From an optimization exercise on the open Yosys and OpenROAD flow, aimed at small area, a short achievable clock period and few clock cycles; shortcuts taken in it are not production practice.
Only simulation tests tie the RTL to the original design; equivalence was not proved.
With no activity given, the tool overestimates toggling in this design, so its power and IR-drop figures are unreliable.

==> flow/design.v <==
module Bin2BCD(input wire clk, input wire rst, input wire en, input wire [31:0] din,
  output wire [39:0] digs, output reg done);
  wire [0:0] i_q0 = 1'b0, i_q1 = 1'b0, i_q2 = 1'b0;
  wire [0:0] i_c = din[31];
  wire [0:0] x1_h, x1_q0, x1_q1, x1_q2;
  assign x1_h[0] = 1'b0;
  assign x1_q0[0] = i_c[0];
  assign x1_q1[0] = 1'b0;
  assign x1_q2[0] = 1'b0;
  wire [0:0] x1_c = din[30];
  wire [0:0] x1_Q0 = x1_q0;
  wire [0:0] x1_Q1 = x1_q1;
  wire [0:0] x1_Q2 = x1_q2;
  wire [0:0] x2_h, x2_q0, x2_q1, x2_q2;
  assign x2_h[0] = 1'b0;
  assign x2_q0[0] = ~((x1_Q0[0] & x1_c[0]) | ~(x1_Q0[0] | x1_c[0]));
  assign x2_q1[0] = ~(~x1_Q0[0] | x1_c[0]);
  assign x2_q2[0] = (x1_Q0[0] & x1_c[0]);
  wire [0:0] x2_c = din[29];
  wire [0:0] x2_Q0 = x2_q0;
  wire [0:0] x2_Q1 = x2_q1;
  wire [0:0] x2_Q2 = x2_q2;
  wire [0:0] x3_h, x3_q0, x3_q1, x3_q2;
  assign x3_h[0] = ((x2_Q1[0] & x2_c[0]) | x2_Q2[0]);
  assign x3_q0[0] = ~((x2_Q0[0] & x2_c[0]) | ~(x2_Q0[0] | x2_Q2[0] | x2_c[0]) | x2_Q1[0]);
  assign x3_q1[0] = ~((x2_Q0[0] & x2_c[0]) | ~((x2_Q2[0] & x2_c[0]) | x2_Q0[0]));
  assign x3_q2[0] = ~((x2_Q1[0] & x2_c[0]) | ~((x2_Q1[0] | x2_c[0]) & x2_Q0[0]));
  wire [1:0] x3_c = {x3_h[0:0], din[28]};
  wire [1:0] x3_Q0 = {1'b0, x3_q0};
  wire [1:0] x3_Q1 = {1'b0, x3_q1};
  wire [1:0] x3_Q2 = {1'b0, x3_q2};
  wire [1:0] x4_h, x4_q0, x4_q1, x4_q2;
  assign x4_h[0:0] = ((x3_Q1[0:0] & x3_c[0:0]) | x3_Q2[0:0]);
  assign x4_q0[0:0] = ~((x3_Q0[0:0] & x3_c[0:0]) | ~(x3_Q0[0:0] | x3_Q2[0:0] | x3_c[0:0]) | x3_Q1[0:0]);
  assign x4_q1[0:0] = ~((x3_Q0[0:0] & x3_c[0:0]) | ~((x3_Q2[0:0] & x3_c[0:0]) | x3_Q0[0:0]));
  assign x4_q2[0:0] = ~((x3_Q0[0:0] & x3_Q1[0:0] & x3_c[0:0]) | ~((x3_Q0[0:0] & x3_c[0:0]) | x3_Q1[0:0]));
  assign x4_h[1] = 1'b0;
  assign x4_q0[1] = x3_c[1];
  assign x4_q1[1] = 1'b0;
  assign x4_q2[1] = 1'b0;
  wire [1:0] x4_c = {x4_h[0:0], din[27]};
  wire [1:0] x4_Q0 = x4_q0;
  wire [1:0] x4_Q1 = x4_q1;
  wire [1:0] x4_Q2 = x4_q2;
  wire [1:0] x5_h, x5_q0, x5_q1, x5_q2;
  assign x5_h[0:0] = ((x4_Q1[0:0] & x4_c[0:0]) | x4_Q2[0:0]);
  assign x5_q0[0:0] = ~((x4_Q0[0:0] & x4_c[0:0]) | ~(x4_Q0[0:0] | x4_Q2[0:0] | x4_c[0:0]) | x4_Q1[0:0]);
  assign x5_q1[0:0] = ~((x4_Q0[0:0] & x4_c[0:0]) | ~((x4_Q2[0:0] & x4_c[0:0]) | x4_Q0[0:0]));
  assign x5_q2[0:0] = ~((x4_Q0[0:0] & x4_Q1[0:0] & x4_c[0:0]) | ~((x4_Q0[0:0] & x4_c[0:0]) | x4_Q1[0:0]));
  assign x5_h[1] = 1'b0;
  assign x5_q0[1] = ~((x4_Q0[1] & x4_c[1]) | ~(x4_Q0[1] | x4_c[1]));
  assign x5_q1[1] = ~(~x4_Q0[1] | x4_c[1]);
  assign x5_q2[1] = (x4_Q0[1] & x4_c[1]);
  wire [1:0] x5_c = {x5_h[0:0], din[26]};
  wire [1:0] x5_Q0 = x5_q0;
  wire [1:0] x5_Q1 = x5_q1;
  wire [1:0] x5_Q2 = x5_q2;
  wire [1:0] x6_h, x6_q0, x6_q1, x6_q2;
  assign x6_h[0:0] = ((x5_Q1[0:0] & x5_c[0:0]) | x5_Q2[0:0]);
  assign x6_q0[0:0] = ~((x5_Q0[0:0] & x5_c[0:0]) | ~(x5_Q0[0:0] | x5_Q2[0:0] | x5_c[0:0]) | x5_Q1[0:0]);
  assign x6_q1[0:0] = ~((x5_Q0[0:0] & x5_c[0:0]) | ~((x5_Q2[0:0] & x5_c[0:0]) | x5_Q0[0:0]));
  assign x6_q2[0:0] = ~((x5_Q0[0:0] & x5_Q1[0:0] & x5_c[0:0]) | ~((x5_Q0[0:0] & x5_c[0:0]) | x5_Q1[0:0]));
  assign x6_h[1] = ((x5_Q1[1] & x5_c[1]) | x5_Q2[1]);
  assign x6_q0[1] = ~((x5_Q0[1] & x5_c[1]) | ~(x5_Q0[1] | x5_Q2[1] | x5_c[1]) | x5_Q1[1]);
  assign x6_q1[1] = ~(~x5_Q0[1] | x5_c[1]);
  assign x6_q2[1] = ~((x5_Q1[1] & x5_c[1]) | ~((x5_Q1[1] | x5_c[1]) & x5_Q0[1]));
  wire [2:0] x6_c = {x6_h[1:0], din[25]};
  wire [2:0] x6_Q0 = {1'b0, x6_q0};
  wire [2:0] x6_Q1 = {1'b0, x6_q1};
  wire [2:0] x6_Q2 = {1'b0, x6_q2};
  wire [2:0] x7_h, x7_q0, x7_q1, x7_q2;
  assign x7_h[1:0] = ((x6_Q1[1:0] & x6_c[1:0]) | x6_Q2[1:0]);
  assign x7_q0[1:0] = ~((x6_Q0[1:0] & x6_c[1:0]) | ~(x6_Q0[1:0] | x6_Q2[1:0] | x6_c[1:0]) | x6_Q1[1:0]);
  assign x7_q1[1:0] = ~((x6_Q0[1:0] & x6_c[1:0]) | ~((x6_Q2[1:0] & x6_c[1:0]) | x6_Q0[1:0]));
  assign x7_q2[1:0] = ~((x6_Q0[1:0] & x6_Q1[1:0] & x6_c[1:0]) | ~((x6_Q0[1:0] & x6_c[1:0]) | x6_Q1[1:0]));
  assign x7_h[2] = 1'b0;
  assign x7_q0[2] = x6_c[2];
  assign x7_q1[2] = 1'b0;
  assign x7_q2[2] = 1'b0;
  wire [2:0] x7_c = {x7_h[1:0], din[24]};
  wire [2:0] x7_Q0 = x7_q0;
  wire [2:0] x7_Q1 = x7_q1;
  wire [2:0] x7_Q2 = x7_q2;
  wire [2:0] x8_h, x8_q0, x8_q1, x8_q2;
  assign x8_h[1:0] = ((x7_Q1[1:0] & x7_c[1:0]) | x7_Q2[1:0]);
  assign x8_q0[1:0] = ~((x7_Q0[1:0] & x7_c[1:0]) | ~(x7_Q0[1:0] | x7_Q2[1:0] | x7_c[1:0]) | x7_Q1[1:0]);
  assign x8_q1[1:0] = ~((x7_Q0[1:0] & x7_c[1:0]) | ~((x7_Q2[1:0] & x7_c[1:0]) | x7_Q0[1:0]));
  assign x8_q2[1:0] = ~((x7_Q0[1:0] & x7_Q1[1:0] & x7_c[1:0]) | ~((x7_Q0[1:0] & x7_c[1:0]) | x7_Q1[1:0]));
  assign x8_h[2] = 1'b0;
  assign x8_q0[2] = (x7_Q0[2] | x7_c[2]);
  assign x8_q1[2] = x7_Q0[2];
  assign x8_q2[2] = 1'b0;
  wire [2:0] x8_c = {x8_h[1:0], din[23]};
  wire [2:0] x8_Q0 = x8_q0;
  wire [2:0] x8_Q1 = x8_q1;
  wire [2:0] x8_Q2 = x8_q2;
  wire [2:0] x9_h, x9_q0, x9_q1, x9_q2;
  assign x9_h[1:0] = ((x8_Q1[1:0] & x8_c[1:0]) | x8_Q2[1:0]);
  assign x9_q0[1:0] = ~((x8_Q0[1:0] & x8_c[1:0]) | ~(x8_Q0[1:0] | x8_Q2[1:0] | x8_c[1:0]) | x8_Q1[1:0]);
  assign x9_q1[1:0] = ~((x8_Q0[1:0] & x8_c[1:0]) | ~((x8_Q2[1:0] & x8_c[1:0]) | x8_Q0[1:0]));
  assign x9_q2[1:0] = ~((x8_Q0[1:0] & x8_Q1[1:0] & x8_c[1:0]) | ~((x8_Q0[1:0] & x8_c[1:0]) | x8_Q1[1:0]));
  assign x9_h[2] = (x8_Q0[2] & x8_Q1[2] & x8_c[2]);
  assign x9_q0[2] = ~((x8_Q0[2] & x8_c[2]) | ~(x8_Q0[2] | x8_c[2]) | x8_Q1[2]);
  assign x9_q1[2] = ~(~x8_Q0[2] | x8_c[2]);
  assign x9_q2[2] = ~((x8_Q1[2] & x8_c[2]) | ~((x8_Q1[2] | x8_c[2]) & x8_Q0[2]));
  wire [3:0] x9_c = {x9_h[2:0], din[22]};
  wire [3:0] x9_Q0 = {1'b0, x9_q0};
  wire [3:0] x9_Q1 = {1'b0, x9_q1};
  wire [3:0] x9_Q2 = {1'b0, x9_q2};
  wire [3:0] x10_h, x10_q0, x10_q1, x10_q2;
  assign x10_h[2:0] = ((x9_Q1[2:0] & x9_c[2:0]) | x9_Q2[2:0]);
  assign x10_q0[2:0] = ~((x9_Q0[2:0] & x9_c[2:0]) | ~(x9_Q0[2:0] | x9_Q2[2:0] | x9_c[2:0]) | x9_Q1[2:0]);
  assign x10_q1[2:0] = ~((x9_Q0[2:0] & x9_c[2:0]) | ~((x9_Q2[2:0] & x9_c[2:0]) | x9_Q0[2:0]));
  assign x10_q2[2:0] = ~((x9_Q0[2:0] & x9_Q1[2:0] & x9_c[2:0]) | ~((x9_Q0[2:0] & x9_c[2:0]) | x9_Q1[2:0]));
  assign x10_h[3] = 1'b0;
  assign x10_q0[3] = x9_c[3];
  assign x10_q1[3] = 1'b0;
  assign x10_q2[3] = 1'b0;
  wire [3:0] x10_c = {x10_h[2:0], din[21]};
  wire [3:0] x10_Q0 = x10_q0;
  wire [3:0] x10_Q1 = x10_q1;
  wire [3:0] x10_Q2 = x10_q2;
  wire [3:0] x11_h, x11_q0, x11_q1, x11_q2;
  assign x11_h[2:0] = ((x10_Q1[2:0] & x10_c[2:0]) | x10_Q2[2:0]);
  assign x11_q0[2:0] = ~((x10_Q0[2:0] & x10_c[2:0]) | ~(x10_Q0[2:0] | x10_Q2[2:0] | x10_c[2:0]) | x10_Q1[2:0]);
  assign x11_q1[2:0] = ~((x10_Q0[2:0] & x10_c[2:0]) | ~((x10_Q2[2:0] & x10_c[2:0]) | x10_Q0[2:0]));
  assign x11_q2[2:0] = ~((x10_Q0[2:0] & x10_Q1[2:0] & x10_c[2:0]) | ~((x10_Q0[2:0] & x10_c[2:0]) | x10_Q1[2:0]));
  assign x11_h[3] = 1'b0;
  assign x11_q0[3] = (x10_Q0[3] | x10_c[3]);
  assign x11_q1[3] = x10_Q0[3];
  assign x11_q2[3] = 1'b0;
  wire [3:0] x11_c = {x11_h[2:0], din[20]};
  wire [3:0] x11_Q0 = x11_q0;
  wire [3:0] x11_Q1 = x11_q1;
  wire [3:0] x11_Q2 = x11_q2;
  wire [3:0] x12_h, x12_q0, x12_q1, x12_q2;
  assign x12_h[2:0] = ((x11_Q1[2:0] & x11_c[2:0]) | x11_Q2[2:0]);
  assign x12_q0[2:0] = ~((x11_Q0[2:0] & x11_c[2:0]) | ~(x11_Q0[2:0] | x11_Q2[2:0] | x11_c[2:0]) | x11_Q1[2:0]);
  assign x12_q1[2:0] = ~((x11_Q0[2:0] & x11_c[2:0]) | ~((x11_Q2[2:0] & x11_c[2:0]) | x11_Q0[2:0]));
  assign x12_q2[2:0] = ~((x11_Q0[2:0] & x11_Q1[2:0] & x11_c[2:0]) | ~((x11_Q0[2:0] & x11_c[2:0]) | x11_Q1[2:0]));
  assign x12_h[3] = 1'b0;
  assign x12_q0[3] = ~((x11_Q0[3] & x11_c[3]) | ~(x11_Q0[3] | x11_c[3]) | x11_Q1[3]);
  assign x12_q1[3] = ~(~x11_Q0[3] | x11_c[3]);
  assign x12_q2[3] = ((x11_Q1[3] | x11_c[3]) & x11_Q0[3]);
  wire [3:0] x12_c = {x12_h[2:0], din[19]};
  wire [3:0] x12_Q0 = x12_q0;
  wire [3:0] x12_Q1 = x12_q1;
  wire [3:0] x12_Q2 = x12_q2;
  wire [3:0] x13_h, x13_q0, x13_q1, x13_q2;
  assign x13_h[2:0] = ((x12_Q1[2:0] & x12_c[2:0]) | x12_Q2[2:0]);
  assign x13_q0[2:0] = ~((x12_Q0[2:0] & x12_c[2:0]) | ~(x12_Q0[2:0] | x12_Q2[2:0] | x12_c[2:0]) | x12_Q1[2:0]);
  assign x13_q1[2:0] = ~((x12_Q0[2:0] & x12_c[2:0]) | ~((x12_Q2[2:0] & x12_c[2:0]) | x12_Q0[2:0]));
  assign x13_q2[2:0] = ~((x12_Q0[2:0] & x12_Q1[2:0] & x12_c[2:0]) | ~((x12_Q0[2:0] & x12_c[2:0]) | x12_Q1[2:0]));
  assign x13_h[3] = ((x12_Q1[3] & x12_c[3]) | x12_Q2[3]);
  assign x13_q0[3] = ~((x12_Q0[3] & x12_c[3]) | ~(x12_Q0[3] | x12_Q2[3] | x12_c[3]) | x12_Q1[3]);
  assign x13_q1[3] = ~((x12_Q0[3] & x12_c[3]) | ~((x12_Q2[3] & x12_c[3]) | x12_Q0[3]));
  assign x13_q2[3] = ~((x12_Q1[3] & x12_c[3]) | ~((x12_Q0[3] & x12_c[3]) | x12_Q1[3]));
  wire [4:0] x13_c = {x13_h[3:0], din[18]};
  wire [4:0] x13_Q0 = {1'b0, x13_q0};
  wire [4:0] x13_Q1 = {1'b0, x13_q1};
  wire [4:0] x13_Q2 = {1'b0, x13_q2};
  wire [4:0] x14_h, x14_q0, x14_q1, x14_q2;
  assign x14_h[3:0] = ((x13_Q1[3:0] & x13_c[3:0]) | x13_Q2[3:0]);
  assign x14_q0[3:0] = ~((x13_Q0[3:0] & x13_c[3:0]) | ~(x13_Q0[3:0] | x13_Q2[3:0] | x13_c[3:0]) | x13_Q1[3:0]);
  assign x14_q1[3:0] = ~((x13_Q0[3:0] & x13_c[3:0]) | ~((x13_Q2[3:0] & x13_c[3:0]) | x13_Q0[3:0]));
  assign x14_q2[3:0] = ~((x13_Q0[3:0] & x13_Q1[3:0] & x13_c[3:0]) | ~((x13_Q0[3:0] & x13_c[3:0]) | x13_Q1[3:0]));
  assign x14_h[4] = 1'b0;
  assign x14_q0[4] = x13_c[4];
  assign x14_q1[4] = 1'b0;
  assign x14_q2[4] = 1'b0;
  wire [4:0] x14_c = {x14_h[3:0], din[17]};
  wire [4:0] x14_Q0 = x14_q0;
  wire [4:0] x14_Q1 = x14_q1;
  wire [4:0] x14_Q2 = x14_q2;
  wire [4:0] x15_h, x15_q0, x15_q1, x15_q2;
  assign x15_h[3:0] = ((x14_Q1[3:0] & x14_c[3:0]) | x14_Q2[3:0]);
  assign x15_q0[3:0] = ~((x14_Q0[3:0] & x14_c[3:0]) | ~(x14_Q0[3:0] | x14_Q2[3:0] | x14_c[3:0]) | x14_Q1[3:0]);
  assign x15_q1[3:0] = ~((x14_Q0[3:0] & x14_c[3:0]) | ~((x14_Q2[3:0] & x14_c[3:0]) | x14_Q0[3:0]));
  assign x15_q2[3:0] = ~((x14_Q0[3:0] & x14_Q1[3:0] & x14_c[3:0]) | ~((x14_Q0[3:0] & x14_c[3:0]) | x14_Q1[3:0]));
  assign x15_h[4] = 1'b0;
  assign x15_q0[4] = ~((x14_Q0[4] & x14_c[4]) | ~(x14_Q0[4] | x14_c[4]));
  assign x15_q1[4] = ~(~x14_Q0[4] | x14_c[4]);
  assign x15_q2[4] = (x14_Q0[4] & x14_c[4]);
  wire [4:0] x15_c = {x15_h[3:0], din[16]};
  wire [4:0] x15_Q0 = x15_q0;
  wire [4:0] x15_Q1 = x15_q1;
  wire [4:0] x15_Q2 = x15_q2;
  wire [4:0] x16_h, x16_q0, x16_q1, x16_q2;
  assign x16_h[3:0] = ((x15_Q1[3:0] & x15_c[3:0]) | x15_Q2[3:0]);
  assign x16_q0[3:0] = ~((x15_Q0[3:0] & x15_c[3:0]) | ~(x15_Q0[3:0] | x15_Q2[3:0] | x15_c[3:0]) | x15_Q1[3:0]);
  assign x16_q1[3:0] = ~((x15_Q0[3:0] & x15_c[3:0]) | ~((x15_Q2[3:0] & x15_c[3:0]) | x15_Q0[3:0]));
  assign x16_q2[3:0] = ~((x15_Q0[3:0] & x15_Q1[3:0] & x15_c[3:0]) | ~((x15_Q0[3:0] & x15_c[3:0]) | x15_Q1[3:0]));
  assign x16_h[4] = ((x15_Q1[4] & x15_c[4]) | x15_Q2[4]);
  assign x16_q0[4] = ~((x15_Q0[4] & x15_c[4]) | ~(x15_Q0[4] | x15_Q2[4] | x15_c[4]) | x15_Q1[4]);
  assign x16_q1[4] = ~(~x15_Q0[4] | x15_c[4]);
  assign x16_q2[4] = ~((x15_Q1[4] & x15_c[4]) | ~((x15_Q1[4] | x15_c[4]) & x15_Q0[4]));
  wire [5:0] x16_c = {x16_h[4:0], din[15]};
  wire [5:0] x16_Q0 = {1'b0, x16_q0};
  wire [5:0] x16_Q1 = {1'b0, x16_q1};
  wire [5:0] x16_Q2 = {1'b0, x16_q2};
  wire [5:0] x17_h, x17_q0, x17_q1, x17_q2;
  assign x17_h[4:0] = ((x16_Q1[4:0] & x16_c[4:0]) | x16_Q2[4:0]);
  assign x17_q0[4:0] = ~((x16_Q0[4:0] & x16_c[4:0]) | ~(x16_Q0[4:0] | x16_Q2[4:0] | x16_c[4:0]) | x16_Q1[4:0]);
  assign x17_q1[4:0] = ~((x16_Q0[4:0] & x16_c[4:0]) | ~((x16_Q2[4:0] & x16_c[4:0]) | x16_Q0[4:0]));
  assign x17_q2[4:0] = ~((x16_Q0[4:0] & x16_Q1[4:0] & x16_c[4:0]) | ~((x16_Q0[4:0] & x16_c[4:0]) | x16_Q1[4:0]));
  assign x17_h[5] = 1'b0;
  assign x17_q0[5] = x16_c[5];
  assign x17_q1[5] = 1'b0;
  assign x17_q2[5] = 1'b0;
  wire [5:0] x17_c = {x17_h[4:0], din[14]};
  wire [5:0] x17_Q0 = x17_q0;
  wire [5:0] x17_Q1 = x17_q1;
  wire [5:0] x17_Q2 = x17_q2;
  wire [5:0] x18_h, x18_q0, x18_q1, x18_q2;
  assign x18_h[4:0] = ((x17_Q1[4:0] & x17_c[4:0]) | x17_Q2[4:0]);
  assign x18_q0[4:0] = ~((x17_Q0[4:0] & x17_c[4:0]) | ~(x17_Q0[4:0] | x17_Q2[4:0] | x17_c[4:0]) | x17_Q1[4:0]);
  assign x18_q1[4:0] = ~((x17_Q0[4:0] & x17_c[4:0]) | ~((x17_Q2[4:0] & x17_c[4:0]) | x17_Q0[4:0]));
  assign x18_q2[4:0] = ~((x17_Q0[4:0] & x17_Q1[4:0] & x17_c[4:0]) | ~((x17_Q0[4:0] & x17_c[4:0]) | x17_Q1[4:0]));
  assign x18_h[5] = 1'b0;
  assign x18_q0[5] = (x17_Q0[5] | x17_c[5]);
  assign x18_q1[5] = x17_Q0[5];
  assign x18_q2[5] = 1'b0;
  wire [5:0] x18_c = {x18_h[4:0], din[13]};
  wire [5:0] x18_Q0 = x18_q0;
  wire [5:0] x18_Q1 = x18_q1;
  wire [5:0] x18_Q2 = x18_q2;
  always @(posedge clk) done <= rst & en;
  reg [5:0] r_q0, r_q1, r_q2, r_c;
  reg [12:0] r_lo;
  always @(posedge clk) begin
    r_q0 <= x18_Q0; r_q1 <= x18_Q1; r_q2 <= x18_Q2; r_c <= x18_c;
    r_lo <= din[12:0];
  end
  wire [5:0] y19_h, y19_q0, y19_q1, y19_q2;
  assign y19_h[4:0] = ((r_q1[4:0] & r_c[4:0]) | r_q2[4:0]);
  assign y19_q0[4:0] = ~((r_q0[4:0] & r_c[4:0]) | ~(r_q0[4:0] | r_q2[4:0] | r_c[4:0]) | r_q1[4:0]);
  assign y19_q1[4:0] = ~((r_q0[4:0] & r_c[4:0]) | ~((r_q2[4:0] & r_c[4:0]) | r_q0[4:0]));
  assign y19_q2[4:0] = ~((r_q0[4:0] & r_q1[4:0] & r_c[4:0]) | ~((r_q0[4:0] & r_c[4:0]) | r_q1[4:0]));
  assign y19_h[5] = (r_q0[5] & r_q1[5] & r_c[5]);
  assign y19_q0[5] = ~((r_q0[5] & r_c[5]) | ~(r_q0[5] | r_c[5]) | r_q1[5]);
  assign y19_q1[5] = ~(~r_q0[5] | r_c[5]);
  assign y19_q2[5] = ~((r_q1[5] & r_c[5]) | ~((r_q1[5] | r_c[5]) & r_q0[5]));
  wire [6:0] y19_c = {y19_h[5:0], r_lo[12]};
  wire [6:0] y19_Q0 = {1'b0, y19_q0};
  wire [6:0] y19_Q1 = {1'b0, y19_q1};
  wire [6:0] y19_Q2 = {1'b0, y19_q2};
  wire [6:0] y20_h, y20_q0, y20_q1, y20_q2;
  assign y20_h[5:0] = ((y19_Q1[5:0] & y19_c[5:0]) | y19_Q2[5:0]);
  assign y20_q0[5:0] = ~((y19_Q0[5:0] & y19_c[5:0]) | ~(y19_Q0[5:0] | y19_Q2[5:0] | y19_c[5:0]) | y19_Q1[5:0]);
  assign y20_q1[5:0] = ~((y19_Q0[5:0] & y19_c[5:0]) | ~((y19_Q2[5:0] & y19_c[5:0]) | y19_Q0[5:0]));
  assign y20_q2[5:0] = ~((y19_Q0[5:0] & y19_Q1[5:0] & y19_c[5:0]) | ~((y19_Q0[5:0] & y19_c[5:0]) | y19_Q1[5:0]));
  assign y20_h[6] = 1'b0;
  assign y20_q0[6] = y19_c[6];
  assign y20_q1[6] = 1'b0;
  assign y20_q2[6] = 1'b0;
  wire [6:0] y20_c = {y20_h[5:0], r_lo[11]};
  wire [6:0] y20_Q0 = y20_q0;
  wire [6:0] y20_Q1 = y20_q1;
  wire [6:0] y20_Q2 = y20_q2;
  wire [6:0] y21_h, y21_q0, y21_q1, y21_q2;
  assign y21_h[5:0] = ((y20_Q1[5:0] & y20_c[5:0]) | y20_Q2[5:0]);
  assign y21_q0[5:0] = ~((y20_Q0[5:0] & y20_c[5:0]) | ~(y20_Q0[5:0] | y20_Q2[5:0] | y20_c[5:0]) | y20_Q1[5:0]);
  assign y21_q1[5:0] = ~((y20_Q0[5:0] & y20_c[5:0]) | ~((y20_Q2[5:0] & y20_c[5:0]) | y20_Q0[5:0]));
  assign y21_q2[5:0] = ~((y20_Q0[5:0] & y20_Q1[5:0] & y20_c[5:0]) | ~((y20_Q0[5:0] & y20_c[5:0]) | y20_Q1[5:0]));
  assign y21_h[6] = 1'b0;
  assign y21_q0[6] = (y20_Q0[6] | y20_c[6]);
  assign y21_q1[6] = y20_Q0[6];
  assign y21_q2[6] = 1'b0;
  wire [6:0] y21_c = {y21_h[5:0], r_lo[10]};
  wire [6:0] y21_Q0 = y21_q0;
  wire [6:0] y21_Q1 = y21_q1;
  wire [6:0] y21_Q2 = y21_q2;
  wire [6:0] y22_h, y22_q0, y22_q1, y22_q2;
  assign y22_h[5:0] = ((y21_Q1[5:0] & y21_c[5:0]) | y21_Q2[5:0]);
  assign y22_q0[5:0] = ~((y21_Q0[5:0] & y21_c[5:0]) | ~(y21_Q0[5:0] | y21_Q2[5:0] | y21_c[5:0]) | y21_Q1[5:0]);
  assign y22_q1[5:0] = ~((y21_Q0[5:0] & y21_c[5:0]) | ~((y21_Q2[5:0] & y21_c[5:0]) | y21_Q0[5:0]));
  assign y22_q2[5:0] = ~((y21_Q0[5:0] & y21_Q1[5:0] & y21_c[5:0]) | ~((y21_Q0[5:0] & y21_c[5:0]) | y21_Q1[5:0]));
  assign y22_h[6] = 1'b0;
  assign y22_q0[6] = ~((y21_Q0[6] & y21_c[6]) | ~(y21_Q0[6] | y21_c[6]) | y21_Q1[6]);
  assign y22_q1[6] = ~(~y21_Q0[6] | y21_c[6]);
  assign y22_q2[6] = ((y21_Q1[6] | y21_c[6]) & y21_Q0[6]);
  wire [6:0] y22_c = {y22_h[5:0], r_lo[9]};
  wire [6:0] y22_Q0 = y22_q0;
  wire [6:0] y22_Q1 = y22_q1;
  wire [6:0] y22_Q2 = y22_q2;
  wire [6:0] y23_h, y23_q0, y23_q1, y23_q2;
  assign y23_h[5:0] = ((y22_Q1[5:0] & y22_c[5:0]) | y22_Q2[5:0]);
  assign y23_q0[5:0] = ~((y22_Q0[5:0] & y22_c[5:0]) | ~(y22_Q0[5:0] | y22_Q2[5:0] | y22_c[5:0]) | y22_Q1[5:0]);
  assign y23_q1[5:0] = ~((y22_Q0[5:0] & y22_c[5:0]) | ~((y22_Q2[5:0] & y22_c[5:0]) | y22_Q0[5:0]));
  assign y23_q2[5:0] = ~((y22_Q0[5:0] & y22_Q1[5:0] & y22_c[5:0]) | ~((y22_Q0[5:0] & y22_c[5:0]) | y22_Q1[5:0]));
  assign y23_h[6] = ((y22_Q1[6] & y22_c[6]) | y22_Q2[6]);
  assign y23_q0[6] = ~((y22_Q0[6] & y22_c[6]) | ~(y22_Q0[6] | y22_Q2[6] | y22_c[6]) | y22_Q1[6]);
  assign y23_q1[6] = ~((y22_Q0[6] & y22_c[6]) | ~((y22_Q2[6] & y22_c[6]) | y22_Q0[6]));
  assign y23_q2[6] = ~((y22_Q1[6] & y22_c[6]) | ~((y22_Q0[6] & y22_c[6]) | y22_Q1[6]));
  wire [7:0] y23_c = {y23_h[6:0], r_lo[8]};
  wire [7:0] y23_Q0 = {1'b0, y23_q0};
  wire [7:0] y23_Q1 = {1'b0, y23_q1};
  wire [7:0] y23_Q2 = {1'b0, y23_q2};
  wire [7:0] y24_h, y24_q0, y24_q1, y24_q2;
  assign y24_h[6:0] = ((y23_Q1[6:0] & y23_c[6:0]) | y23_Q2[6:0]);
  assign y24_q0[6:0] = ~((y23_Q0[6:0] & y23_c[6:0]) | ~(y23_Q0[6:0] | y23_Q2[6:0] | y23_c[6:0]) | y23_Q1[6:0]);
  assign y24_q1[6:0] = ~((y23_Q0[6:0] & y23_c[6:0]) | ~((y23_Q2[6:0] & y23_c[6:0]) | y23_Q0[6:0]));
  assign y24_q2[6:0] = ~((y23_Q0[6:0] & y23_Q1[6:0] & y23_c[6:0]) | ~((y23_Q0[6:0] & y23_c[6:0]) | y23_Q1[6:0]));
  assign y24_h[7] = 1'b0;
  assign y24_q0[7] = y23_c[7];
  assign y24_q1[7] = 1'b0;
  assign y24_q2[7] = 1'b0;
  wire [7:0] y24_c = {y24_h[6:0], r_lo[7]};
  wire [7:0] y24_Q0 = y24_q0;
  wire [7:0] y24_Q1 = y24_q1;
  wire [7:0] y24_Q2 = y24_q2;
  wire [7:0] y25_h, y25_q0, y25_q1, y25_q2;
  assign y25_h[6:0] = ((y24_Q1[6:0] & y24_c[6:0]) | y24_Q2[6:0]);
  assign y25_q0[6:0] = ~((y24_Q0[6:0] & y24_c[6:0]) | ~(y24_Q0[6:0] | y24_Q2[6:0] | y24_c[6:0]) | y24_Q1[6:0]);
  assign y25_q1[6:0] = ~((y24_Q0[6:0] & y24_c[6:0]) | ~((y24_Q2[6:0] & y24_c[6:0]) | y24_Q0[6:0]));
  assign y25_q2[6:0] = ~((y24_Q0[6:0] & y24_Q1[6:0] & y24_c[6:0]) | ~((y24_Q0[6:0] & y24_c[6:0]) | y24_Q1[6:0]));
  assign y25_h[7] = 1'b0;
  assign y25_q0[7] = ~((y24_Q0[7] & y24_c[7]) | ~(y24_Q0[7] | y24_c[7]));
  assign y25_q1[7] = ~(~y24_Q0[7] | y24_c[7]);
  assign y25_q2[7] = (y24_Q0[7] & y24_c[7]);
  wire [7:0] y25_c = {y25_h[6:0], r_lo[6]};
  wire [7:0] y25_Q0 = y25_q0;
  wire [7:0] y25_Q1 = y25_q1;
  wire [7:0] y25_Q2 = y25_q2;
  wire [7:0] y26_h, y26_q0, y26_q1, y26_q2;
  assign y26_h[6:0] = ((y25_Q1[6:0] & y25_c[6:0]) | y25_Q2[6:0]);
  assign y26_q0[6:0] = ~((y25_Q0[6:0] & y25_c[6:0]) | ~(y25_Q0[6:0] | y25_Q2[6:0] | y25_c[6:0]) | y25_Q1[6:0]);
  assign y26_q1[6:0] = ~((y25_Q0[6:0] & y25_c[6:0]) | ~((y25_Q2[6:0] & y25_c[6:0]) | y25_Q0[6:0]));
  assign y26_q2[6:0] = ~((y25_Q0[6:0] & y25_Q1[6:0] & y25_c[6:0]) | ~((y25_Q0[6:0] & y25_c[6:0]) | y25_Q1[6:0]));
  assign y26_h[7] = ((y25_Q1[7] & y25_c[7]) | y25_Q2[7]);
  assign y26_q0[7] = ~((y25_Q0[7] & y25_c[7]) | ~(y25_Q0[7] | y25_Q2[7] | y25_c[7]) | y25_Q1[7]);
  assign y26_q1[7] = ~(~y25_Q0[7] | y25_c[7]);
  assign y26_q2[7] = ~((y25_Q1[7] & y25_c[7]) | ~((y25_Q1[7] | y25_c[7]) & y25_Q0[7]));
  wire [8:0] y26_c = {y26_h[7:0], r_lo[5]};
  wire [8:0] y26_Q0 = {1'b0, y26_q0};
  wire [8:0] y26_Q1 = {1'b0, y26_q1};
  wire [8:0] y26_Q2 = {1'b0, y26_q2};
  wire [8:0] y27_h, y27_q0, y27_q1, y27_q2;
  assign y27_h[7:0] = ((y26_Q1[7:0] & y26_c[7:0]) | y26_Q2[7:0]);
  assign y27_q0[7:0] = ~((y26_Q0[7:0] & y26_c[7:0]) | ~(y26_Q0[7:0] | y26_Q2[7:0] | y26_c[7:0]) | y26_Q1[7:0]);
  assign y27_q1[7:0] = ~((y26_Q0[7:0] & y26_c[7:0]) | ~((y26_Q2[7:0] & y26_c[7:0]) | y26_Q0[7:0]));
  assign y27_q2[7:0] = ~((y26_Q0[7:0] & y26_Q1[7:0] & y26_c[7:0]) | ~((y26_Q0[7:0] & y26_c[7:0]) | y26_Q1[7:0]));
  assign y27_h[8] = 1'b0;
  assign y27_q0[8] = y26_c[8];
  assign y27_q1[8] = 1'b0;
  assign y27_q2[8] = 1'b0;
  wire [8:0] y27_c = {y27_h[7:0], r_lo[4]};
  wire [8:0] y27_Q0 = y27_q0;
  wire [8:0] y27_Q1 = y27_q1;
  wire [8:0] y27_Q2 = y27_q2;
  wire [8:0] y28_h, y28_q0, y28_q1, y28_q2;
  assign y28_h[7:0] = ((y27_Q1[7:0] & y27_c[7:0]) | y27_Q2[7:0]);
  assign y28_q0[7:0] = ~((y27_Q0[7:0] & y27_c[7:0]) | ~(y27_Q0[7:0] | y27_Q2[7:0] | y27_c[7:0]) | y27_Q1[7:0]);
  assign y28_q1[7:0] = ~((y27_Q0[7:0] & y27_c[7:0]) | ~((y27_Q2[7:0] & y27_c[7:0]) | y27_Q0[7:0]));
  assign y28_q2[7:0] = ~((y27_Q0[7:0] & y27_Q1[7:0] & y27_c[7:0]) | ~((y27_Q0[7:0] & y27_c[7:0]) | y27_Q1[7:0]));
  assign y28_h[8] = 1'b0;
  assign y28_q0[8] = (y27_Q0[8] | y27_c[8]);
  assign y28_q1[8] = y27_Q0[8];
  assign y28_q2[8] = 1'b0;
  wire [8:0] y28_c = {y28_h[7:0], r_lo[3]};
  wire [8:0] y28_Q0 = y28_q0;
  wire [8:0] y28_Q1 = y28_q1;
  wire [8:0] y28_Q2 = y28_q2;
  wire [8:0] y29_h, y29_q0, y29_q1, y29_q2;
  assign y29_h[7:0] = ((y28_Q1[7:0] & y28_c[7:0]) | y28_Q2[7:0]);
  assign y29_q0[7:0] = ~((y28_Q0[7:0] & y28_c[7:0]) | ~(y28_Q0[7:0] | y28_Q2[7:0] | y28_c[7:0]) | y28_Q1[7:0]);
  assign y29_q1[7:0] = ~((y28_Q0[7:0] & y28_c[7:0]) | ~((y28_Q2[7:0] & y28_c[7:0]) | y28_Q0[7:0]));
  assign y29_q2[7:0] = ~((y28_Q0[7:0] & y28_Q1[7:0] & y28_c[7:0]) | ~((y28_Q0[7:0] & y28_c[7:0]) | y28_Q1[7:0]));
  assign y29_h[8] = (y28_Q0[8] & y28_Q1[8] & y28_c[8]);
  assign y29_q0[8] = ~((y28_Q0[8] & y28_c[8]) | ~(y28_Q0[8] | y28_c[8]) | y28_Q1[8]);
  assign y29_q1[8] = ~(~y28_Q0[8] | y28_c[8]);
  assign y29_q2[8] = ~((y28_Q1[8] & y28_c[8]) | ~((y28_Q1[8] | y28_c[8]) & y28_Q0[8]));
  wire [9:0] y29_c = {y29_h[8:0], r_lo[2]};
  wire [9:0] y29_Q0 = {1'b0, y29_q0};
  wire [9:0] y29_Q1 = {1'b0, y29_q1};
  wire [9:0] y29_Q2 = {1'b0, y29_q2};
  wire [9:0] y30_h, y30_q0, y30_q1, y30_q2;
  assign y30_h[8:0] = ((y29_Q1[8:0] & y29_c[8:0]) | y29_Q2[8:0]);
  assign y30_q0[8:0] = ~((y29_Q0[8:0] & y29_c[8:0]) | ~(y29_Q0[8:0] | y29_Q2[8:0] | y29_c[8:0]) | y29_Q1[8:0]);
  assign y30_q1[8:0] = ~((y29_Q0[8:0] & y29_c[8:0]) | ~((y29_Q2[8:0] & y29_c[8:0]) | y29_Q0[8:0]));
  assign y30_q2[8:0] = ~((y29_Q0[8:0] & y29_Q1[8:0] & y29_c[8:0]) | ~((y29_Q0[8:0] & y29_c[8:0]) | y29_Q1[8:0]));
  assign y30_h[9] = 1'b0;
  assign y30_q0[9] = y29_c[9];
  assign y30_q1[9] = 1'b0;
  assign y30_q2[9] = 1'b0;
  wire [9:0] y30_c = {y30_h[8:0], r_lo[1]};
  wire [9:0] y30_Q0 = y30_q0;
  wire [9:0] y30_Q1 = y30_q1;
  wire [9:0] y30_Q2 = y30_q2;
  wire [9:0] y31_h, y31_q0, y31_q1, y31_q2;
  assign y31_h[8:0] = ((y30_Q1[8:0] & y30_c[8:0]) | y30_Q2[8:0]);
  assign y31_q0[8:0] = ~((y30_Q0[8:0] & y30_c[8:0]) | ~(y30_Q0[8:0] | y30_Q2[8:0] | y30_c[8:0]) | y30_Q1[8:0]);
  assign y31_q1[8:0] = ~((y30_Q0[8:0] & y30_c[8:0]) | ~((y30_Q2[8:0] & y30_c[8:0]) | y30_Q0[8:0]));
  assign y31_q2[8:0] = ~((y30_Q0[8:0] & y30_Q1[8:0] & y30_c[8:0]) | ~((y30_Q0[8:0] & y30_c[8:0]) | y30_Q1[8:0]));
  assign y31_h[9] = 1'b0;
  assign y31_q0[9] = (y30_Q0[9] | y30_c[9]);
  assign y31_q1[9] = y30_Q0[9];
  assign y31_q2[9] = 1'b0;
  wire [9:0] y31_c = {y31_h[8:0], r_lo[0]};
  wire [9:0] y31_Q0 = y31_q0;
  wire [9:0] y31_Q1 = y31_q1;
  wire [9:0] y31_Q2 = y31_q2;
  wire [9:0] o_b0 = ~(~(y31_Q0 | y31_Q2) | y31_Q1);
  wire [9:0] o_b1 = ~((y31_Q1 & y31_Q2) | ~(y31_Q1 | y31_Q2));
  wire [9:0] o_b2 = ~(~y31_Q1 | y31_Q0);
  assign digs = {o_b2[9], o_b1[9], o_b0[9], y31_c[9], o_b2[8], o_b1[8], o_b0[8], y31_c[8], o_b2[7], o_b1[7], o_b0[7], y31_c[7], o_b2[6], o_b1[6], o_b0[6], y31_c[6], o_b2[5], o_b1[5], o_b0[5], y31_c[5], o_b2[4], o_b1[4], o_b0[4], y31_c[4], o_b2[3], o_b1[3], o_b0[3], y31_c[3], o_b2[2], o_b1[2], o_b0[2], y31_c[2], o_b2[1], o_b1[1], o_b0[1], y31_c[1], o_b2[0], o_b1[0], o_b0[0], y31_c[0]};
endmodule
==> flow/flow/run.sh <==
#!/bin/bash
set -euo pipefail
W=$PWD
rm -rf "$W/scripts_abc"
cp -r "$FLOW_HOME/scripts" "$W/scripts_abc"
cp "$W/flow/abc.script" "$W/scripts_abc/abc_speed.script"
bash "$W/standard.sh" SCRIPTS_DIR="$W/scripts_abc" ADDER_MAP_FILE= finish > "$W/standard_flow.log" 2>&1
==> flow/flow/abc.script <==
strash
dc2
dch -f
amap
==> flow/standard.sh <==
#!/bin/bash
# synth_recipe.tcl (not shown) runs the flow's synth.tcl, then flattens the netlist and writes it again
# the make line also repeats each setting of config.mk as NAME=value (left out here)
make -C /OpenROAD-flow-scripts/flow DESIGN_CONFIG=/design/flow/config.mk WORK_HOME=/design/flow/orfs CLKGATE_MAP_FILE= SYNTH_SCRIPT=/design/flow/synth_recipe.tcl "${@:-finish}"
==> flow/config.mk <==
export PLATFORM = sky130hd
export DESIGN_NAME = Bin2BCD
export DESIGN_NICKNAME = Bin2BCD
export VERILOG_FILES = /design/flow/design.v
export SDC_FILE = /design/flow/constraint.sdc
export NUM_CORES = 4
export LEC_CHECK = 0
export CAP_MARGIN = 20
export CORE_MARGIN = 2
export CORE_UTILIZATION = 70
export SETUP_SLACK_MARGIN = 4
export SLEW_MARGIN = 20
==> flow/constraint.sdc <==
create_clock -name core_clock -period 15.0 [get_ports {clk}]
set_input_delay 3.0000 -clock core_clock [delete_from_list [all_inputs] [get_ports {clk}]]
set_output_delay 3.0000 -clock core_clock [all_outputs]
set_load 0.01 [all_outputs]
==> results of run 1 <==
[critical path, delay by kind of cell (launching register included)]
family                 cells  cell delay, ns
DFF                        1            0.34
buffers and inverters      5            0.92
and+or+nand+nor           21            2.97
AOI/OAI and AO/OA         14            2.67
[layer usage]
layer | global-route usage | share of wire | vias to the layer above
met5 | 0 | 0 | -
met4 | 0.0597 | 0.011 | 0
met3 | 0.0400 | 0.026 | 18
met2 | 0.536 | 0.48 | 108
met1 | 0.334 | 0.48 | 3708
li1 | - | - | 4663
[synthesized netlist by cell type (5+ instances only)]
library cell	n
o211ai_1	5
nor2_1	238
and2_0	8
o31ai_1	29
a21oi_1	100
o21bai_1	10
or2_0	37
o22ai_1	35
o21ai_0	228
clkinv_1	176
nor3_1	15
o31a_1	10
nand2_1	152
nor2b_1	29
a31oi_1	63
a21o_1	9
dfxtp_1	37
o21a_1	62
[logic make-up (layout without fill, tap and decap cells)]
| family | after synthesis | in the layout | synth area share |
|---|---|---|---|
| compound gates | 572 | 572 | 0.495 |
| buf+inv | 178 | 258 | 0.0985 |
| flops | 37 | 37 | 0.108 |
| other cells | 1 | 1 | 0.000547 |
| simple gates | 486 | 486 | 0.298 |
[final cells by class]
class | count | area share
Multi-Input combinational cell | 1059 | 0.695
Sequential cell | 37 | 0.0941
Timing Repair Buffer | 74 | 0.0941
Inverter | 176 | 0.0839
Tap cell | 133 | 0.0211
Clock buffer | 6 | 0.0105
Clock inverter | 2 | 0.00175
[path summary, 6_finish.rpt]
kind   start  endpoint  slack (ns)
max   r_c[0]  digs[10]        4.81
min   din[8]   r_lo[8]        3.13
[flip-flops by register name (all words and copies together), names as in the netlist]
| register | flops |
|---|---|
| done | 1 |
| r_c | 6 |
| r_lo | 13 |
| r_q0 | 6 |
| r_q1 | 6 |
| r_q2 | 5 |
[per-stage QoR]
stage / setup WS, ns
finish: 4.81
floorplan: 6.20
global route: 4.00
global placement: 5.03
CTS: 4.54
detailed placement: 4.71
==> flow_results.org, run 1 <==
** Run status
- Status :: no timing/DRC/antenna violations

** CTS
- Counting every sink on the clock net gives 37.
- The H-tree was split into 2 levels.
- The root buffer cell chosen for the clock tree is clkbuf_8.
- In this run, post-CTS repair resized a total of 0 instances.
- TritonCTS built the clock tree.
- Clock tree synthesis inserted a total of 5 buffers.
- Clock-pin slew was measured on the worst setup and hold paths at 0.08 ns.
- Clock tree buffer depth :: 2
- Total setup buffers inserted after CTS :: 0
- Post-cts hold buffer count :: 0

** STA
- On the final layout, the worst hold slack is 3.13 ns.
- Worst Tran Pin Value :: 0.631 ns
- Remaining max-slew budget at the tightest pin :: 0.575
- Count of pins over their slew limit :: 0
- Setup Total Neg Slack :: 0 ns
- Maximum achievable frequency :: 98.1 MHz
- Counting I/O delays and the setup requirement, the final critical path takes 10.19 ns.
- The number of failing hold endpoints at the final stage is 0.
- Setup violations remaining at the end of the flow were counted as 0.
- In the finished design, the share of the clock period the worst path needs comes to 0.680.
- Setup repair after global routing missed its margin :: yes

** Detailed routing
- The routed design has 15.1 mm of wire.
- Initial DRT Pass Iterations :: 5
- Post-route ant nets :: 0
- Count of unresolved DRC violations after routing :: 0
- The first routing iteration left 272 violations.
- Vias per cell :: 5.71
- After detailed routing, the average wire length per cell comes to 10.2 um.
- The routed layout has 8497 vias.

** Yosys
- Synthesis produced a netlist with a net count of 1309.
- Top post-synthesis cells by area :: o21ai_0 17%, nor2_1 13%, dfxtp_1 11%
- Synthesized cell area :: 6860 um2
- Of the post-synthesis cell area, the dominant cell type holds 0.166.
- Of the synthesized area, sequential elements account for 0.108.
- Number of library cell types mapped by synthesis :: 35
- Synthesis inferred 37 register bits.
- After technology mapping, the gate count stands at 1274.
- Dividing the synthesized area by the synthesized cell count gives 5.38 um2.
- After synthesis, the share of flip-flops with an asynchronous set or reset is 0.
- For this run, the number of Yosys warnings is 1.
- Of all cell types, the one taking the most synthesized area is o21ai_0.
- For this run, the leading register cell type out of synthesis is dfxtp_1.
- The synthesized design contains 0 enable-type register cells.

** Die
- Total die area :: 10600 um2
- The floorplan has 36 rows.
- Measured along the y axis, the die boundary spans 103 um.
- Pin placement for this block handled 76 I/O pins.
- From left edge to right edge, the die measures 103 um.
- The initial utilization of the core area, before any placement, comes to 0.711.
- Standard cell core area :: 9640 um2

** Cells and area
- FF+latch area :: 741 um2
- Final #Nets :: 1388
- Summing all multi-input logic gate instances after layout gives 5470 um2.
- Measured on the finished design, the core utilization comes to 0.817.
- In the final layout, the share of cells above drive strength 1 is 0.0103.
- The finished layout holds 1487 standard cells, fillers aside.
- Layout overhead on the synthesized area :: 14.8%
- Ant diodes :: 0
- Layout fillers :: 779
- Once layout is done, the placed cells without fillers occupy 7870 um2.
- The library cells used most frequently in the layout, excluding fill and tap cells, are 238 x nor2_1, 211 x o21ai_0, 176 x clkinv_1, 152 x nand2_1, 100 x a21oi_1.
- Leaving out fill and tap cells, the most frequent cell in the layout is nor2_1.

** Hold path
- In this run the worst hold path is classified as input pin to flop.
- Hold path cells :: 1

** GRT
- Aggregate global routing overflow :: 0
- Entering global routing, the biggest net connects 13 pins.
- In the global route stage, overall resource usage came out at 0.282.
- The number of global-route vias before repair was 6986.
- Global-route wire length before repair :: 26.0 mm
- Initial antenna violation count :: 0

** Place
- Last weighted congestion value of the routability-driven placer :: 0.869
- Placed cell count :: 1479
- DP HPWL :: 12.4 mm
- Total placed instance area :: 7750 um2
- Input and output buffers added on the ports amount to 74.

** Flow run
- Max-cap violations in this run came to 0.

** Setup path
- CP arrival :: 7.19 ns
- Cell type with the highest occurrence count on the critical path :: nand2_1
- Critical path endpoint category :: primary output
- Crit-path max cell delay :: 0.55 ns
- Worst-path fanout max :: 4
- STA classifies the critical path startpoint as a flop.
- Slowest stage cell on the critical path :: clkdlybuf4s50_1
- CP required :: 12.00 ns
- Worst setup path class :: flop to primary output

** Power
Testbench counts, summed over its fixed seeds: cycles 3,208.
==> run 2, diff against run 1 <==
==> flow/flow/abc.script (replaced) <==
strash
balance
rewrite
refactor
balance
rewrite
rewrite -z
balance
refactor -z
rewrite -z
balance
dch -f
amap
==> flow_results.org, run 2 <==
** CTS
- Total setup buffers inserted after CTS :: 0 (unchanged)
- The worst-case clock buffer depth is 2 (unchanged).
- The clock edge transition at the registers on the reported setup and hold paths is 0.08 ns (about the same).
- The number of buffers created by CTS was 5 (unchanged).
- Count of clock tree sinks :: 37 (unchanged)
- H-tree depth reported by CTS :: 2 (unchanged)
- The tree is rooted in a clkbuf_8.
- TritonCTS clock tree :: built

** STA
- Setup slack of the critical path after layout :: 5.17 ns (+0.365 ns)
- Maximum achievable frequency :: 102 MHz (+3.7%)
- Setup repair after global routing left no endpoint under its margin.
- Setup Viol. Count Final :: 0 (unchanged)
- Portion of the clock cycle consumed by the worst path in the final layout :: 0.655 (-0.0243)
- The number of failing hold endpoints at the final stage is 0 (unchanged).
- Remaining max-slew budget at the tightest pin :: 0.651 (+0.0765)
- Worst Tran Pin Value :: 0.518 ns (-0.113 ns)
- The summed negative setup slack over all endpoints is 0 ns (unchanged).
- Count of pins over their slew limit :: 0 (unchanged)
- The final period demand of the worst path came to 9.83 ns (-0.365 ns).

** Yosys
- The net count of the mapped netlist is 1302 (-0.53%).
- The area share of the largest cell type after synthesis came to 0.182 (+0.0154).
- Multiplexer share of the synthesized area :: 0 (unchanged)
- By area the synthesized netlist is led by o21ai_0 18%, nor2_1 17%, a21oi_1 13%.
- After synthesis, the largest family of logic cells by area is compound AO/OA/AOI/OAI gates.
- Number of warnings issued by yosys :: 1 (unchanged)
- Top-count cell post-synth :: nor2_1
- Cell taking the most area after synthesis :: o21ai_0
- The adder and majority gate portion of the synthesized area was 0 (unchanged).
- Area share of and/or/nand/nor cells after synthesis :: 0.282 (-0.0162)
- For this run, the leading register cell type out of synthesis is dfxtp_1.
- Sequential share of the synthesized area :: 0.112 (+0.00409)
- The flip-flop and latch count after synthesis came to 37 (unchanged).
- Post-synth EDFFs :: 0 (unchanged)
- The share of synthesized registers carrying an async set or reset came to 0 (unchanged).
- The share of the synthesized netlist area taken by xor and xnor gates came to 0 (unchanged).
- Syn Inst Count :: 1267 (-0.55%)
- The per-instance average area after synthesis is 5.21 um2 (-3.1%).
- Compound-cell area share of the yosys netlist :: 0.509 (+0.0140)
- The commonest cells after synthesis are 305 x nor2_1, 240 x o21ai_0, 169 x a21oi_1.
- Synthesized cell area :: 6610 um2 (-3.6%)
- The unique cell type count in the Yosys netlist was 32 (-8.6%).

** Detailed routing
- Number of DRC violations after detailed-routing iteration 0 :: 229 (-16%)
- Post-route ant nets :: 0 (unchanged)
- The number of remaining DRC errors is 0 (unchanged).
- The total detailed-routing wirelength came to 13.9 mm (-8.1%).
- Initial DRT Pass Iterations :: 5 (unchanged)
- Vias per cell :: 5.59 (-2.2%)
- The final routed wire length divided by cell count came to 9.52 um (-6.2%).
- DR vias :: 8149 (-4.1%)

** Die
- The area enclosed by the die boundary was 10200 um2 (-3.5%).
- Horizontal die dimension :: 101 um (-1.8%)
- The number of standard-cell rows in the floorplan came to 35 (-2.8%).
- DIE HEIGHT :: 101 um (-1.8%)
- Number of I/O pins :: 76 (unchanged)
- Starting density of the core :: 0.718 (+0.00705)
- Standard cell core area :: 9200 um2 (-4.6%)

** Run status
- Status :: no timing/DRC/antenna violations

** Cells and area
- The number of nets in the layout is 1381 (-0.50%).
- Layout overhead on the synthesized area :: 14.5%
- Ant diodes :: 0 (unchanged)
- The layout cell share with drive strength beyond 1 was 0.00594 (-0.00440).
- The flip-flop count of the largest register after layout came to 13 (unchanged).
- More flip-flops sit in one register than any other, and that register is r_lo.
- The library cell used most frequently in the layout, excluding fill and tap cells, is nor2_1.
- Commonest non-fill, non-tap cells in the layout :: 305 x nor2_1, 239 x o21ai_0, 169 x a21oi_1, 166 x clkinv_1, 141 x nand2_1

** Place
- Number of input and output port buffers inserted :: 74 (unchanged)
- The placer congestion estimate is 0.828 (-4.7%).
- The post-place setup slack was 5.10 ns (+0.385 ns).
- The placed wire-length estimate after detailed placement came to 11.5 mm (-7.2%).

** GRT
- Global-route usage over all layers :: 0.278 (-0.00465)
- The number of global-route vias before repair was 6924 (-0.89%).
- Aggregate global routing overflow :: 0 (unchanged)
- Largest net degree at the start of global routing :: 13 (unchanged)
- Initial antenna violation count :: 0 (unchanged)
- The wire length of the first global-routing pass is 25.3 mm (-2.7%).

** Setup path
- Worst-path fanout max :: 7 (+3)
- CP arrival :: 10.06 ns (+2.87 ns)
- Kind of cell with the highest combined delay on the critical path :: compound AO/OA/AOI/OAI gates
- Critical path endpoint category :: flop
- The most numerous cell type found on the critical path is nor2_1.
- The critical path required time was 15.23 ns (+3.23 ns).
- The worst setup path is launched from an input pin.
- Crit-path max cell delay :: 0.57 ns (+0.02 ns)
- Critical path buffers and inverters :: 3 (-2)
- For this design, the slowest cell found on the critical path is clkdlybuf4s50_1.
- Worst setup path class :: input pin to flop

** Flow run
- Max-cap violations :: 0 (unchanged)

** Hold path
- Type of the worst min-delay path :: input pin to flop
run 2: what timing repair did:
action,in CTS,in global routing
hold buffers,0,0
resized for setup,0,1
setup endpoints to repair,0,2
run 2: metrics by stage:
stage,hold WS [ns],utilization,cells,instance area (um2)
after CTS,3.14,0.823,1458,7570
after detailed placement,3.45,0.812,1450,7470
after floorplan,3.03,-,1267,6610
after global placement,3.45,0.812,1450,7470
final,3.14,0.823,1458,7570
after global routing,3.13,0.823,1458,7570
run 2: kinds of logic after synthesis:
| family | after synthesis |
|---|---|
| buf+inv | 168 |
| simple gates | 478 |
| flops | 37 |
| compound gates | 583 |
| other cells | 1 |
run 2: final cells by class:
type,count,area (um2)
multi-input cells,1062,5230
fillers,740,1630
flip-flops and latches,37,741
repair buffers,74,741
inverters,166,623
well taps,111,139
clock buffers,6,82.6
clock inverters,2,13.8
run 2: worst paths after layout:
path,from,endpoint,cells after the start
max,din[30],r_q2[2],39
min,din[7],r_lo[7],1
run 2: metal layers:
layer  GRT usage  vias up  share of wire
met3      0.0297       14          0.028
met1       0.334     3481           0.50
met2       0.535      109           0.46
met5           0        -              0
li1            -     4545              -
met4      0.0447        0         0.0088
==> run 3, diff against run 2 <==
--- a/flow/config.mk
+++ b/flow/config.mk
@@ -9,4 +9,3 @@
 export CORE_MARGIN = 2
-export CORE_UTILIZATION = 70
-export SETUP_SLACK_MARGIN = 4
+export CORE_UTILIZATION = 60
 export SLEW_MARGIN = 20
==> flow_results.org, run 3 <==
** Die
- Total die area :: 11900 um2 (+16%)
- The area of the core was 10800 um2 (+17%).
- The die height was 109 um (+7.7%).
- Horizontal die dimension :: 109 um (+7.7%)
- The initial core utilization was 0.612 (-0.106).
- Number of I/O pins :: 76 (unchanged)
- The number of standard-cell rows in the floorplan came to 38 (+8.6%).

** Run status
- Status :: no timing/DRC/antenna violations

** Yosys
- The share of synthesized registers carrying an async set or reset is 0 (unchanged).
- The net count of the mapped netlist is 1302 (unchanged).
- Post-synth EDFFs :: 0 (unchanged)
- The area share of the largest cell type after synthesis came to 0.182 (unchanged).
- Top post-synthesis cells by area :: o21ai_0 18%, nor2_1 17%, a21oi_1 13%
- Number of synthesized register bits :: 37 (unchanged)
- Cell taking the most area after synthesis :: o21ai_0
- Number of library cell types mapped by synthesis :: 32 (unchanged)
- Synthesized cell area :: 6610 um2 (unchanged)
- Sequential share of the synthesized area :: 0.112 (unchanged)
- In the synthesized netlist the dominant register cell turns out to be dfxtp_1.
- Number of warnings issued by yosys :: 1 (unchanged)
- Syn Inst Count :: 1267 (unchanged)
- Synth cell count leaders :: 305 x nor2_1, 240 x o21ai_0, 169 x a21oi_1
- Top-count cell post-synth :: nor2_1
- Mean instance size in the synthesized netlist :: 5.21 um2 (unchanged)

** STA
- The count of pins over their slew limit is 0 (unchanged).
- Tmin final :: 9.79 ns (-0.0375 ns)
- The number of failing hold endpoints at the final stage was 0 (unchanged).
- Portion of the clock cycle consumed by the worst path in the final layout :: 0.653 (-0.00250)
- The number of setup violations in the final report came to 0 (unchanged).
- Setup slack of the critical path after layout :: 5.21 ns (+0.0375 ns)
- The worst-case headroom to the max-slew limit is 0.667 (+0.0161).
- The worst slack on hold paths was 3.13 ns (-0.0130 ns).
- Maximum achievable frequency :: 102 MHz (+0.38%)
- Setup repair after global routing missed its margin :: no
- The summed negative setup slack over all endpoints was 0 ns (unchanged).
- The transition at the pin with the smallest max-transition slack was 0.494 ns (-0.0240 ns).

** Setup path
- Worst setup path class :: flop to primary output
- Among the stages of the critical path, the cell type that occurs most often is o21ai_0.
- Crit start category :: flop
- The stage delay of the slowest cell on the critical path was 0.58 ns (about the same).
- The signal arrival time at the worst endpoint was 6.79 ns (-3.27 ns).
- Critical path endpoint category :: primary output
- Worst-path fanout max :: 3 (-4)
- For this design, the slowest cell found on the critical path is clkdlybuf4s50_1.
- The critical path required time is 12.00 ns (-3.23 ns).

** Cells and area
- The number of fill cells was 1067 (+44%).
- The diode insertion count for antenna repair came to 0 (unchanged).
- The number of nets in the layout was 1381 (unchanged).
- Most common cell after layout, fill and taps aside :: nor2_1
- Largest Register :: r_lo
- In the layout the commonest cells are 305 x nor2_1, 240 x o21ai_0, 169 x a21oi_1, 166 x clkinv_1, 141 x nand2_1.
- Relative to the synthesized area, the layout overhead comes to 15.1%.
- The layout cell share with drive strength beyond 1 was 0.00594 (unchanged).
- The flip-flop count of the largest register after layout is 13 (unchanged).

** GRT
- The global-route usage over all layers was 0.223 (-0.0545).
- Aggregate global routing overflow :: 0 (unchanged)
- Global Route met1 Usage :: 0.283 (-0.0512)
- The initial antenna violation count is 0 (unchanged).
- Most crowded layer after global routing :: met2
- The largest net degree at the start of global routing is 13 (unchanged).
- The met3 capacity usage during global routing came to 0.0269 (-0.00278).
- Met2 track demand over resource :: 0.409 (-0.126)
- The wire length of the first global-routing pass is 23.3 mm (-8.1%).
- Number of global-route vias before repair :: 6426 (-7.2%)

** Detailed routing
- Wirelength per Cell :: 8.88 um (-6.7%)
- Number of DRC violations after detailed-routing iteration 0 :: 326 (+42%)
- The residual antenna-violating net count after detailed routing was 0 (unchanged).
- Initial DRT Pass Iterations :: 5 (unchanged)
- Final Routed Wirelength :: 13.2 mm (-4.9%)
- Vias per cell :: 5.36 (-4.1%)
- DR vias :: 7968 (-2.2%)
- The number of remaining DRC errors is 0 (unchanged).

** CTS
- TritonCTS built the clock tree.
- Clock tree buffer depth :: 2 (unchanged)
- Library cell used as clock root buffer :: clkbuf_8
- Count of clock tree sinks :: 37 (unchanged)
- Post-cts hold buffer count :: 0 (unchanged)
- Count of cells resized by post-cts repair :: 0 (unchanged)
- The H-tree depth was 2 (unchanged).
- Number of clock buffers inserted by TritonCTS :: 5 (unchanged)
- Clock Pin Slew Worst Setup and Hold Paths :: 0.09 ns (about the same)
- The post-CTS setup buffer count is 0 (unchanged).

** Flow run
- Max-cap violations :: 0 (unchanged)

** Place
- Post-placement worst setup slack :: 5.20 ns (+0.100 ns)
- The placer congestion estimate came to 0.776 (-6.3%).
- The placed wire-length estimate after detailed placement is 11.2 mm (-2.4%).
- Number of input and output port buffers inserted :: 74 (unchanged)

** Hold path
- The worst hold path belongs to the class input pin to flop.
- The hold path depth came to 1 (unchanged).
==> run 3: path summary, 6_finish.rpt <==
path,from,to,slack [ns]
min,din[7],r_lo[7],3.13
max,r_c[0],digs[5],5.21
==> run 3: layout make-up <==
type                       instances  area (um2)  area share
multi-input combinational       1062        5230       0.688
sequential                        37         741      0.0974
timing repair buffer              74         741      0.0974
inverter                         166         623      0.0819
tap                              140         175      0.0230
clock buffer                       6        82.6      0.0109
clock inverter                     2        13.8     0.00181
==> run 3: logic make-up (layout without fill, tap and decap cells) <==
kind of cell | count (synthesis) | count (layout) | share of synthesized area
compound gates | 583 | 583 | 0.509
buf+inv | 168 | 248 | 0.0966
flops | 37 | 37 | 0.112
other cells | 1 | 1 | 0.000568
simple gates | 478 | 478 | 0.282
==> run 3: critical path: cells and delay by family (launching register included) <==
kind / cells / cell delay, ns
flip-flops: 1 / 0.36
AO/OA/AOI/OAI: 14 / 3.49
buffers and inverters: 3 / 0.83
AND/OR/NAND/NOR: 16 / 1.81
==> run 3: through the flow <==
step | instances | cell area [um2] | util
4_1_cts | 1487 | 7600 | 0.704
3_3_place_gp | 1479 | 7510 | 0.696
6_report | 1487 | 7600 | 0.704
5_1_grt | 1487 | 7600 | 0.704
3_5_place_dp | 1479 | 7510 | 0.696
2_1_floorplan | 1267 | 6610 | -
==> run 3: routing by layer <==
| metal | share of wire | wire [um] | up-vias |
|---|---|---|---|
| met3 | 0.022 | 297 | 10 |
| li1 | - | - | 4552 |
| met5 | 0 | 0 | - |
| met4 | 0.0080 | 106 | 0 |
| met2 | 0.44 | 5840 | 81 |
| met1 | 0.53 | 6960 | 3325 |
==> run 4, diff against run 3 <==
==> flow/flow/run.sh (replaced) <==
#!/bin/bash
set -euo pipefail
W=$PWD
rm -rf "$W/scripts_abc"
cp -r "$FLOW_HOME/scripts" "$W/scripts_abc"
cp "$W/flow/abc.script" "$W/scripts_abc/abc_speed.script"
bash "$W/standard.sh" SCRIPTS_DIR="$W/scripts_abc" ADDER_MAP_FILE= BUFFER_PORTS_ARGS="-buffer_cell sky130_fd_sc_hd__buf_2" finish > "$W/standard_flow.log" 2>&1
--- a/flow/flow/abc.script
+++ b/flow/flow/abc.script
@@ -11,2 +11,3 @@
 balance
+dc2
 dch -f
==> flow_results.org, run 4 <==
** Flow run
- Max-cap violations :: 0 (unchanged)

** Detailed routing
- Wirelength per Cell :: 8.84 um (-0.48%)
- The residual antenna-violating net count after detailed routing came to 0 (unchanged).
- Number of DRC violations after detailed-routing iteration 0 :: 286 (-12%)
- Vias per cell :: 5.30 (-1.1%)
- Initial DRT Pass Iterations :: 4 (-1)
- The via count is 7785 (-2.3%).
- The total detailed-routing wirelength came to 13.0 mm (-1.7%).
- Count of unresolved DRC violations after routing :: 0 (unchanged)

** STA
- The count of pins over their slew limit was 0 (unchanged).
- Setup repair after global routing missed its margin :: no
- The final period demand of the worst path was 9.27 ns (-0.516 ns).
- Worst Tran Pin Value :: 0.694 ns (+0.200 ns)
- The summed negative setup slack over all endpoints is 0 ns (unchanged).
- The number of failing hold endpoints at the final stage came to 0 (unchanged).
- The highest clock rate is 108 MHz (+5.6%).

** Yosys
- Top-count cell post-synth :: nor2_1
- Share of flip-flops with an asynchronous set or reset after synthesis :: 0 (unchanged)
- Number of synthesized register bits :: 37 (unchanged)
- By area the synthesized netlist is led by o21ai_0 18%, nor2_1 18%, a21oi_1 14%.
- The per-instance average area after synthesis is 5.22 um2 (about the same).
- The area of the mapped netlist was 6520 um2 (-1.3%).
- The post-synthesis sequential area ratio is 0.114 (+0.00153).
- The unique cell type count in the Yosys netlist was 31 (-3.1%).
- Ranked by instance count, the synthesized netlist is headed by 306 x nor2_1, 231 x o21ai_0, 188 x a21oi_1.
- Cell taking the most area after synthesis :: o21ai_0
- The net count of the mapped netlist was 1284 (-1.4%).
- The area share of the largest cell type after synthesis came to 0.177 (-0.00443).
- Syn Inst Count :: 1249 (-1.4%)

** CTS
- The hold buffer count at cts is 0 (unchanged).
- Total setup buffers inserted after CTS :: 0 (unchanged)
- The number of buffers created by CTS is 5 (unchanged).
- The H-tree depth is 2 (unchanged).
- The clock sink count was 37 (unchanged).
- Clock tree buffer depth :: 2 (unchanged)
- Clock Pin Slew Worst Setup and Hold Paths :: 0.08 ns (about the same)
- Count of cells resized by post-cts repair :: 0 (unchanged)
- In this run the clock root is driven by a clkbuf_8.
- TritonCTS clock tree :: built

** Setup path
- CP required :: 12.00 ns (about the same)
- By startpoint and endpoint, the worst setup path is classified as flop to primary output.
- CP arrival :: 6.27 ns (-0.52 ns)
- Cell type with the highest occurrence count on the critical path :: o21ai_0
- Critical path endpoint category :: primary output
- Slowest stage cell on the critical path :: dfxtp_1
- The worst setup path is launched from a flop.

** Cells and area
- Non-Filler Instances :: 1469 (-1.2%)
- The number of nets in the layout came to 1363 (-1.3%).
- Layout fillers :: 1112 (+4.2%)
- Most common cell after layout, fill and taps aside :: nor2_1
- Layout overhead on the synthesized area :: 9.62%
- Ant diodes :: 0 (unchanged)

** GRT
- Global-route usage over all layers :: 0.228 (+0.00511)
- The initial antenna violation count is 0 (unchanged).
- The wire length of the first global-routing pass came to 23.5 mm (+1.1%).
- Aggregate global routing overflow :: 0 (unchanged)
- Number of global-route vias before repair :: 6325 (-1.6%)
- Largest net degree at the start of global routing :: 13 (unchanged)

** Die
- Horizontal die dimension :: 108 um (-0.65%)
- Number of I/O pins :: 76 (unchanged)
- The area enclosed by the die boundary was 11700 um2 (-1.3%).
- DIE HEIGHT :: 108 um (-0.65%)
- Row count :: 38 (unchanged)
- The initial core utilization is 0.609 (-0.00286).

** Run status
- Status :: no timing/DRC/antenna violations

** Place
- Last weighted congestion value of the routability-driven placer :: 0.796 (+2.6%)
- The number of cells in the design after placement came to 1461 (-1.2%).
- The placed wire-length estimate after detailed placement is 11.0 mm (-2.1%).

** Hold path
- The min-delay analysis places its worst path in the category input pin to flop.
==> run 4: final timing paths <==
check	start	end	slack, ns	depth (start not counted)
setup / recovery	r_c[3]	digs[13]	5.73	31
hold / removal	din[11]	r_lo[11]	2.80	1
==> run 4: layer usage <==
layer,global-route usage,part of all wire,vias up
met3,0.0362,0.028,2
met5,0,0,-
met1,0.297,0.53,3231
met4,0.0357,0.0029,0
met2,0.404,0.44,67
li1,-,-,4485
==> run 4: area by class of cell <==
cell class | instances | area, um2 | share of cell area
multi-input combinational | 1065 | 5220 | 0.730
sequential | 37 | 741 | 0.104
inverter | 145 | 544 | 0.0762
timing repair buffer | 74 | 370 | 0.0518
tap | 140 | 175 | 0.0245
clock buffer | 6 | 82.6 | 0.0116
clock inverter | 2 | 13.8 | 0.00193
==> run 4: metrics by stage <==
step,area [um2],setup slack (ns),hold slack (ns)
3_5_place_dp,7050,5.83,3.10
6_report,7140,5.73,2.80
3_3_place_gp,7050,6.01,3.10
4_1_cts,7140,5.74,2.80
2_1_floorplan,6520,6.62,3.03
5_1_grt,7140,4.63,2.78
==> run 4: kinds of logic (layout without fill, tap and decap cells) <==
family / after synthesis / count (layout) / synth area share
buffers and inverters: 147 / 227 / 0.0858
AND/OR/NAND/NOR: 482 / 482 / 0.290
other: 1 / 1 / 0.000575
flip-flops: 37 / 37 / 0.114
AO/OA/AOI/OAI: 582 / 582 / 0.510
==> run 4: worst max-delay path, delay by kind of cell (launching register included) <==
family / cells / cell delay [ns]
AND/OR/NAND/NOR: 16 / 1.91
buffers and inverters: 1 / 0.16
flip-flops: 1 / 0.33
AO/OA/AOI/OAI: 14 / 3.58

## port drivers added, routing unchanged
The flow's constraints put no driver on any port. The routed layouts listed below were extracted and timed again, unchanged, in two steps. Step 1 assumes that a clkbuf_16 drives the clock port and a buf_2 every other input. Step 2 moves the port delays by t, midway between the first and last clock arrival at a register: inputs arrive t later, outputs are due t later. That takes back most of the time a late clock gives input paths. Slacks: no drivers / after step 1 / after step 2; pairs: no drivers / after step 1.
run | shift t [ns] | slack for setup (ns) | worst setup path after step 2 | latest minus earliest clock arrival (ns) | worst slew at a driven data input, ns
run 1 | 0.329 | 4.807 / 4.773 / 4.685 | input to register | 0.010 / 0.010 | 0.04
run 2 | 0.321 | 5.172 / 5.183 / 4.862 | input to register | 0.014 / 0.014 | 0.04
run 3 | 0.326 | 5.209 / 5.178 / 5.123 | input to register | 0.020 / 0.020 | 0.05
run 4 | 0.328 | 5.725 / 5.689 / 5.784 | input to register | 0.014 / 0.013 | 0.03
After both steps every run listed still meets setup and hold. For run 2, which loses most, drivers alone change the setup slack by +0.011 ns; drivers and shift together by -0.310 ns.
